This is an optimization exercise on Yosys and OpenROAD, whose aim is small area and a short achievable clock period, not a production implementation. The RTL was checked by simulation tests, not by an equivalence proof against the original design. Power is estimated from default activity; no workload was simulated.

==> 09-20: inputs <==
==> flow/design.v <==
module lowp2(signal_in,
             signal_out,
             time_constant,
             clock_in,
             reset,
             enable);
input                 enable;
input  signed [27:0]  signal_in;
output signed [27:0]  signal_out;
input  signed [4:0]   time_constant;
input                 clock_in;
input                 reset;
localparam N = 256;
localparam W = 36;
reg  [28*(N-1)-1:0] sr;     
reg  [27:0]     last;       
reg  [7:0]      cnt;        
reg             full;       
reg  [W-1:0]    sum;        
wire            full_next = ~reset & (full | (cnt == 8'd255));
wire [W-1:0] base = sum - {{(W-28){last[27]}}, last};
wire [W-1:0] nsum;
lowp2_add #(.W(W)) add (.a({{(W-28){signal_in[27]}}, signal_in}), .b(base), .clr(reset),
                        .y(nsum));
always @(posedge clock_in) begin
    sr   <= {sr[28*(N-2)-1:0], signal_in};
    last <= full_next ? sr[28*(N-1)-1 -: 28] : 28'd0;
end
always @(posedge clock_in) begin
    if (reset) begin
        cnt  <= 8'd0;
        full <= 1'b0;
    end else begin
        cnt  <= cnt + 8'd1;
        full <= full_next;
    end
    sum <= nsum;
end
assign signal_out = sum[W-1:8];
endmodule
module lowp2_add #(parameter W = 36) (a, b, clr, y);
input  [W-1:0] a;
input  [W-1:0] b;
input          clr;
output [W-1:0] y;
wire [W-1:0] gn0 = ~(a & b);
wire [W-1:0] pn0 = ~(a ^ b);
wire [W-1:0] p   = a ^ b;
wire [W-1:0] g1, p1, gn2, pn2, g3, p3, gn4, pn4, g5, p5, gn6, pn6;
lowp2_pfx_n #(.W(W), .D(1))  l1 (.gn(gn0), .pn(pn0), .g(g1),  .p(p1));
lowp2_pfx_t #(.W(W), .D(2))  l2 (.g(g1),  .p(p1),  .gn(gn2), .pn(pn2));
lowp2_pfx_n #(.W(W), .D(4))  l3 (.gn(gn2), .pn(pn2), .g(g3),  .p(p3));
lowp2_pfx_t #(.W(W), .D(8))  l4 (.g(g3),  .p(p3),  .gn(gn4), .pn(pn4));
lowp2_pfx_n #(.W(W), .D(16)) l5 (.gn(gn4), .pn(pn4), .g(g5),  .p(p5));
lowp2_pfx_t #(.W(W), .D(32)) l6 (.g(g5),  .p(p5),  .gn(gn6), .pn(pn6));
lowp2_sum #(.W(W)) s (.p(p), .cn({gn6[W-2:0], 1'b1}), .clr(clr), .y(y));
endmodule
module lowp2_pfx_t #(parameter W = 36, parameter D = 1) (g, p, gn, pn);
input  [W-1:0] g;
input  [W-1:0] p;
output [W-1:0] gn;
output [W-1:0] pn;
genvar i;
generate
    for (i = 0; i < W; i = i + 1) begin : bt
        if (i >= D) begin : mix
            assign gn[i] = ~(g[i] | (p[i] & g[i-D]));
            assign pn[i] = ~(p[i] & p[i-D]);
        end else begin : pass
            assign gn[i] = ~g[i];
            assign pn[i] = ~p[i];
        end
    end
endgenerate
endmodule
module lowp2_pfx_n #(parameter W = 36, parameter D = 1) (gn, pn, g, p);
input  [W-1:0] gn;
input  [W-1:0] pn;
output [W-1:0] g;
output [W-1:0] p;
genvar i;
generate
    for (i = 0; i < W; i = i + 1) begin : bt
        if (i >= D) begin : mix
            assign g[i] = ~(gn[i] & (pn[i] | gn[i-D]));
            assign p[i] = ~(pn[i] | pn[i-D]);
        end else begin : pass
            assign g[i] = ~gn[i];
            assign p[i] = ~pn[i];
        end
    end
endgenerate
endmodule
module lowp2_sum #(parameter W = 36) (p, cn, clr, y);
input  [W-1:0] p;
input  [W-1:0] cn;
input          clr;
output [W-1:0] y;
assign y = ~((p ^ cn) | {W{clr}});
endmodule
==> flow/flow/run.sh <==
#!/bin/bash
# The standard layout (the standard.sh), with changes to how it is made:
#  - ports are buffered with buf_4 instead of the delay buffer buffer_ports picks by default;
#  - CTS inserts no dummy loads, and drives up to 20 flip-flops from each clkbuf_8 leaf;
#  - timing repair aims for a setup margin, so that it sizes the few paths through the
#    adder and the ports for speed (the SDC and its clock period are the standard flow's, unchanged);
set -euo pipefail
CTS="-sink_clustering_enable -repair_clock_nets -dont_use_dummy_load"
CTS="$CTS -sink_clustering_size 20 -sink_clustering_max_diameter 50"
CTS="$CTS -sink_clustering_buffer sky130_fd_sc_hd__clkbuf_8"
# all ports on one stretch of the left edge, beside the adder and the sum registers
PINS="-exclude top:* -exclude bottom:* -exclude right:* -exclude left:0-200 -exclude left:300-490"
bash standard.sh \
  "BUFFER_PORTS_ARGS=-buffer_cell sky130_fd_sc_hd__buf_4" \
  "CTS_ARGS=$CTS" \
  "PLACE_PINS_ARGS=$PINS" \
  "SETUP_SLACK_MARGIN=13.15" \
  finish > standard_make.log 2>&1
==> flow/standard.sh <==
#!/bin/bash
# synth_recipe.tcl (not shown) runs the flow's synth.tcl, then flattens the netlist and writes it again
# the make line also repeats each setting of config.mk as NAME=value (left out here)
make -C /OpenROAD-flow-scripts/flow DESIGN_CONFIG=/design/flow/config.mk WORK_HOME=/design/flow/orfs CLKGATE_MAP_FILE= SYNTH_SCRIPT=/design/flow/synth_recipe.tcl "${@:-finish}"
==> flow/config.mk <==
export PLATFORM = sky130hd
export DESIGN_NAME = lowp2
export DESIGN_NICKNAME = lowp2
export VERILOG_FILES = /design/flow/design.v
export SDC_FILE = /design/flow/constraint.sdc
export NUM_CORES = 4
export LEC_CHECK = 0
export CAP_MARGIN = 20
export CORE_MARGIN = 2
export CORE_UTILIZATION = 62
export PLACE_DENSITY = 0.72
export SLEW_MARGIN = 20
export SYNTH_HIERARCHICAL = 1
export SYNTH_MINIMUM_KEEP_SIZE = 0
==> flow/constraint.sdc <==
create_clock -name core_clock -period 18.0 [get_ports {clock_in}]
set_input_delay 3.6000 -clock core_clock [delete_from_list [all_inputs] [get_ports {clock_in}]]
set_output_delay 3.6000 -clock core_clock [all_outputs]
set_load 0.01 [all_outputs]
==> 04-24 (differences from 09-20) <==
==> flow/flow/run.sh (replaced) <==
#!/bin/bash
# The standard layout (the standard.sh), with changes to how it is made:
#  - ports are buffered with buf_4 instead of the delay buffer buffer_ports picks by default;
#  - CTS inserts no dummy loads, and drives up to 18 flip-flops from each clkbuf_8 leaf;
#  - timing repair aims for a setup margin, so that it sizes the few paths through the
#    adder and the ports for speed (the SDC and its clock period are the standard flow's, unchanged);
set -euo pipefail
CTS="-sink_clustering_enable -repair_clock_nets -dont_use_dummy_load"
CTS="$CTS -sink_clustering_size 18 -sink_clustering_max_diameter 50"
CTS="$CTS -sink_clustering_buffer sky130_fd_sc_hd__clkbuf_8"
bash standard.sh \
  "BUFFER_PORTS_ARGS=-buffer_cell sky130_fd_sc_hd__buf_4" \
  "CTS_ARGS=$CTS" \
  "SETUP_SLACK_MARGIN=13.15" \
  finish > standard_make.log 2>&1
==> 12-11 (differences from 09-20) <==
--- a/flow/flow/run.sh
+++ b/flow/flow/run.sh
@@ -7,12 +7,9 @@
 set -euo pipefail
 CTS="-sink_clustering_enable -repair_clock_nets -dont_use_dummy_load"
-CTS="$CTS -sink_clustering_size 20 -sink_clustering_max_diameter 50"
-CTS="$CTS -sink_clustering_buffer sky130_fd_sc_hd__clkbuf_8"
-# all ports on one stretch of the left edge, beside the adder and the sum registers
-PINS="-exclude top:* -exclude bottom:* -exclude right:* -exclude left:0-200 -exclude left:300-490"
+CTS="$CTS -sink_clustering_size 36 -sink_clustering_max_diameter 50"
+CTS="$CTS -sink_clustering_buffer sky130_fd_sc_hd__clkbuf_16"
 bash standard.sh \
   "BUFFER_PORTS_ARGS=-buffer_cell sky130_fd_sc_hd__buf_4" \
   "CTS_ARGS=$CTS" \
-  "PLACE_PINS_ARGS=$PINS" \
   "SETUP_SLACK_MARGIN=13.15" \
   finish > standard_make.log 2>&1
==> impl_metrics.yaml <==
routing:
  wl_met2_mm: 68.71
outcome:
  status: "finished clean"
grt:
  use_met1_pct: 22.59
finish:
  seqCellArea_sq_um: 144500
  buffer_area_share_pct: 0.4681
  num-fill-cells: 15010
  finish.utilization_pct: 67.18
power_and_ir_drop:
  power_frac_seq_pct: 64.2
  intPower_mw: 19.44
clocking:
  cts_resized: 93
  clk-insertion-delay-late_ns: 0.93
[end of results for 09-20]
==> impl_metrics.yaml <==
clocking:
  cts_resized: 80
  clk-insertion-delay-late_ns: 0.93
finish:
  finish.utilization_pct: 67.28
  buffer_area_share_pct: 0.3970
outcome:
  status: "finished clean"
grt:
  use_met1_pct: 21.28
[end of results for 04-24]
==> impl_metrics.yaml <==
finish:
  finish.utilization_pct: 68.52
  buffer_area_share_pct: 0.4058
  seqCellArea_sq_um: 144500
  num-fill-cells: 14300
clocking:
  cts_resized: 76
  clk-insertion-delay-late_ns: 0.96
grt:
  use_met1_pct: 22.92
timing:
  fin_crit_sh_pct: 28.17
power_and_ir_drop:
  power_frac_seq_pct: 60.1
  intPower_mw: 20.88
outcome:
  status: "finished clean"
[end of results for 12-11]

==> build 15: inputs <==
RTL: the design.v shown in full above, as it stands there.
==> flow/config.mk <==
export PLATFORM = sky130hd
export DESIGN_NAME = lowp2
export DESIGN_NICKNAME = lowp2
export VERILOG_FILES = /design/flow/design.v
export SDC_FILE = /design/flow/constraint.sdc
export NUM_CORES = 4
export LEC_CHECK = 0
export CAP_MARGIN = 20
export CORE_MARGIN = 2
export CORE_UTILIZATION = 62
export PLACE_DENSITY = 0.72
export SLEW_MARGIN = 20
export SYNTH_HIERARCHICAL = 1
export SYNTH_MINIMUM_KEEP_SIZE = 0
==> flow/constraint.sdc <==
create_clock -name core_clock -period 18.0 [get_ports {clock_in}]
set_input_delay 3.6000 -clock core_clock [delete_from_list [all_inputs] [get_ports {clock_in}]]
set_output_delay 3.6000 -clock core_clock [all_outputs]
set_load 0.01 [all_outputs]
standard.sh (not shown) runs the stock make flow with config.mk's settings and CLKGATE_MAP_FILE= SYNTH_SCRIPT=/design/flow/synth_recipe.tcl, a recipe that flattens the netlist after the stock synthesis.
==> flow/flow/run.sh <==
#!/bin/bash
# The standard layout (the standard.sh), with changes to how it is made:
#  - ports are buffered with buf_4 instead of the delay buffer buffer_ports picks by default;
#  - CTS inserts no dummy loads, and drives up to 20 flip-flops from each clkbuf_8 leaf;
#  - timing repair aims for a setup margin, so that it sizes the few paths through the
#    adder and the ports for speed (the SDC and its clock period are the standard flow's, unchanged);
set -euo pipefail
CTS="-sink_clustering_enable -repair_clock_nets -dont_use_dummy_load"
CTS="$CTS -sink_clustering_size 20 -sink_clustering_max_diameter 50"
CTS="$CTS -sink_clustering_buffer sky130_fd_sc_hd__clkbuf_8"
# all ports on one stretch of the left edge, beside the adder and the sum registers
PINS="-exclude top:* -exclude bottom:* -exclude right:* -exclude left:0-200 -exclude left:300-490"
bash standard.sh \
  "BUFFER_PORTS_ARGS=-buffer_cell sky130_fd_sc_hd__buf_4" \
  "CTS_ARGS=$CTS" \
  "PLACE_PINS_ARGS=$PINS" \
  "GLOBAL_PLACEMENT_ARGS=-timing_driven_net_weight_max 10 -timing_driven_nets_percentage 1" \
  "SETUP_SLACK_MARGIN=13.15" \
  finish > standard_make.log 2>&1
==> trial 48 (differences from build 15) <==
==> flow/design.v (replaced) <==
module lowp2(signal_in,
             signal_out,
             time_constant,
             clock_in,
             reset,
             enable);
input                 enable;
input  signed [27:0]  signal_in;
output signed [27:0]  signal_out;
input  signed [4:0]   time_constant;
input                 clock_in;
input                 reset;
localparam N = 256;
localparam W = 36;
reg  [28*(N-1)-1:0] sr;     
reg  [27:0]     last;       
reg  [7:0]      cnt;        
reg             full;       
reg  [W-1:0]    sum;        
wire            full_next = ~reset & (full | (cnt == 8'd255));
wire [W-1:0] base = sum - {{(W-28){last[27]}}, last};
wire [W-1:0] nsum;
lowp2_add #(.W(W)) add (.a({{(W-28){signal_in[27]}}, signal_in}), .b(base), .y(nsum));
always @(posedge clock_in) begin
    sr   <= {sr[28*(N-2)-1:0], signal_in};
    last <= full_next ? sr[28*(N-1)-1 -: 28] : 28'd0;
end
always @(posedge clock_in) begin
    if (reset) begin
        cnt  <= 8'd0;
        full <= 1'b0;
        sum  <= {W{1'b0}};
    end else begin
        cnt  <= cnt + 8'd1;
        full <= full_next;
        sum  <= nsum;
    end
end
assign signal_out = sum[W-1:8];
endmodule
module lowp2_add #(parameter W = 36) (a, b, y);
input  [W-1:0] a;
input  [W-1:0] b;
output [W-1:0] y;
localparam L = 6;                   
wire [W-1:0] gl [0:L];
wire [W-1:0] pl [0:L];
assign gl[0] = a & b;
assign pl[0] = a ^ b;
genvar l, i;
generate
    for (l = 0; l < L; l = l + 1) begin : lev
        for (i = 0; i < W; i = i + 1) begin : bt
            if (i >= (1 << l)) begin : mix
                assign gl[l+1][i] = gl[l][i] | (pl[l][i] & gl[l][i - (1 << l)]);
                assign pl[l+1][i] = pl[l][i] & pl[l][i - (1 << l)];
            end else begin : pass
                assign gl[l+1][i] = gl[l][i];
                assign pl[l+1][i] = pl[l][i];
            end
        end
    end
endgenerate
assign y = pl[0] ^ {gl[L][W-2:0], 1'b0};
endmodule
==> flow/flow/run.sh (replaced) <==
#!/bin/bash
# The standard layout (the standard.sh), with changes to how it is made:
#  - ports are buffered with buf_4 instead of the delay buffer buffer_ports picks by default;
#  - CTS inserts no dummy loads, and drives up to 20 flip-flops from each clkbuf_8 leaf;
#  - timing repair aims for a setup margin, so that it sizes the few paths through the
#    adder and the ports for speed (the SDC and its clock period are the standard flow's, unchanged);
#  - synthesis leaves full/half adders to ABC instead of mapping them to fa/ha cells
#    (registers are untouched: same names, same cells).
set -euo pipefail
CTS="-sink_clustering_enable -repair_clock_nets -dont_use_dummy_load"
CTS="$CTS -sink_clustering_size 20 -sink_clustering_max_diameter 60"
CTS="$CTS -sink_clustering_buffer sky130_fd_sc_hd__clkbuf_8"
bash standard.sh \
  "ADDER_MAP_FILE=" \
  "BUFFER_PORTS_ARGS=-buffer_cell sky130_fd_sc_hd__buf_4" \
  "CTS_ARGS=$CTS" \
  "SETUP_SLACK_MARGIN=13.8" \
  finish > standard_make.log 2>&1
==> trial 85 (differences from build 15) <==
==> flow/design.v (replaced) <==
module lowp2(signal_in,
             signal_out,
             time_constant,
             clock_in,
             reset,
             enable);
input                 enable;
input  signed [27:0]  signal_in;
output signed [27:0]  signal_out;
input  signed [4:0]   time_constant;
input                 clock_in;
input                 reset;
localparam N = 256;
localparam W = 36;
reg  [28*(N-1)-1:0] sr;     
reg  [27:0]     last;       
reg  [7:0]      cnt;        
reg             full;       
reg  [W-1:0]    sum;        
wire            full_next = ~reset & (full | (cnt == 8'd255));
wire [W-1:0] base = sum - {{(W-28){last[27]}}, last};
wire [W-1:0] nsum;
lowp2_add #(.W(W)) add (.a({{(W-28){signal_in[27]}}, signal_in}), .b(base), .y(nsum));
always @(posedge clock_in) begin
    sr   <= {sr[28*(N-2)-1:0], signal_in};
    last <= full_next ? sr[28*(N-1)-1 -: 28] : 28'd0;
end
always @(posedge clock_in) begin
    if (reset) begin
        cnt  <= 8'd0;
        full <= 1'b0;
        sum  <= {W{1'b0}};
    end else begin
        cnt  <= cnt + 8'd1;
        full <= full_next;
        sum  <= nsum;
    end
end
assign signal_out = sum[W-1:8];
endmodule
module lowp2_add #(parameter W = 36) (a, b, y);
input  [W-1:0] a;
input  [W-1:0] b;
output [W-1:0] y;
localparam L = 6;                   
wire [W-1:0] gl [0:L];
wire [W-1:0] pl [0:L];
assign gl[0] = a & b;
assign pl[0] = a ^ b;
genvar l, i;
generate
    for (l = 0; l < L; l = l + 1) begin : lev
        for (i = 0; i < W; i = i + 1) begin : bt
            if (i >= (1 << l)) begin : mix
                assign gl[l+1][i] = gl[l][i] | (pl[l][i] & gl[l][i - (1 << l)]);
                assign pl[l+1][i] = pl[l][i] & pl[l][i - (1 << l)];
            end else begin : pass
                assign gl[l+1][i] = gl[l][i];
                assign pl[l+1][i] = pl[l][i];
            end
        end
    end
endgenerate
assign y = pl[0] ^ {gl[L][W-2:0], 1'b0};
endmodule
==> flow/flow/run.sh (replaced) <==
#!/bin/bash
# The standard layout (the standard.sh), with changes to how it is made:
#  - ports are buffered with buf_4 instead of the delay buffer buffer_ports picks by default;
#  - CTS inserts no dummy loads, and drives up to 20 flip-flops from each clkbuf_8 leaf;
#  - timing repair aims for a setup margin, so that it sizes the few paths through the
#    adder and the ports for speed (the SDC and its clock period are the standard flow's, unchanged);
#  - synthesis leaves full/half adders to ABC instead of mapping them to fa/ha cells
#    (registers are untouched: same names, same cells).
set -euo pipefail
CTS="-sink_clustering_enable -repair_clock_nets -dont_use_dummy_load"
CTS="$CTS -sink_clustering_size 20 -sink_clustering_max_diameter 60 -distance_between_buffers 400"
CTS="$CTS -sink_clustering_buffer sky130_fd_sc_hd__clkbuf_8"
bash standard.sh \
  "BUFFER_PORTS_ARGS=-buffer_cell sky130_fd_sc_hd__buf_4" \
  "CTS_ARGS=$CTS" \
  "SETUP_SLACK_MARGIN=13.8" \
  finish > standard_make.log 2>&1
==> run notes <==
Clock skew: trial 48 < trial 85 < build 15. Sequential power is about the same in build 15 and trial 85. Maximum frequency, highest first: build 15, trial 85, trial 48. Sequential share of layout area: trial 48 < build 15 < trial 85. In routed wire length, trial 48 and trial 85 hardly differ. Sequential cell count is the same in trial 85 and build 15. The lowest first-iteration DRC count belongs to trial 48, the highest to build 15. Between trial 85 and build 15, the lower total power is in trial 85 (gap about 0.5%, measured against build 15).
==> figures <==
	trial 48	trial 85	build 15
Result of the run	no timing/DRC/antenna violations	no timing/DRC/antenna violations	no timing/DRC/antenna violations
Comb pwr share	6.6%	10.7%	9.8%
Post-synth ARST share	0%	0%	-
Starting density of the core	62.3%	62.2%	62.3%
Fraction of standard cell area in multi-input logic	3.43%	3.37%	3.15%
Share of cells above drive strength 1	9.08%	8.28%	8.22%
Internal cell power	19.3 mW	19.6 mW	19.5 mW
Post-layout nets	8531	8512	8695
Diode insertion count for antenna repair	8	6	1
Register area	144000 µm²	144000 µm²	144000 µm²
Switching pwr	5.09 mW	5.68 mW	5.94 mW
Fraction of area in registers	89.2%	89.7%	89.5%
Post-layout util	67.5%	67.1%	67.2%
Area share of the largest cell type after synthesis	96.6%	96.7%	-
CP Data Arrival Time	1.55 ns	1.51 ns	1.42 ns
Amount of wire on met2 after detailed routing	65400 µm	63900 µm	68000 µm
Design Power	24.4 mW	25.3 mW	25.4 mW
Number of search-and-repair iterations in the first detailed-routing pass	5	4	5

port drivers added, routing unchanged:
No port has a modelled driver above. Below, the same layouts with a new extraction and two added sets of constraints. Step 1, drivers: a clkbuf_16 drives clock_in and a buf_2 each remaining input, both assumed. Step 2, shift: input delay + t, output delay - t, t = (earliest + latest rising clock arrival at the registers) / 2. This alone moves slack from input paths to output paths. a / b / c = ideal ports / drivers / drivers and shift; a / b = the first two.
| run | shift t [ns] | setup slack, ns | cell pins on the clock port's net |
|---|---|---|---|
| 09-20 | 0.915 | 13.008 / 12.943 / 12.269 | 1 |
| 04-24 | 0.969 | 13.001 / 12.905 / 12.104 | 1 |
| 12-11 | 0.993 | 12.930 / 12.834 / 12.255 | 1 |
| build 15 | 0.952 | 12.977 / 12.907 / 12.243 | 1 |
| trial 48 | 0.982 | 12.850 / 12.758 / 11.991 | 1 |
| trial 85 | 1.030 | 12.885 / 12.795 / 12.115 | 1 |
After both steps every run listed still meets setup and hold. For 04-24, which loses most, drivers alone change the setup slack by -0.096 ns; drivers and shift together by -0.897 ns.
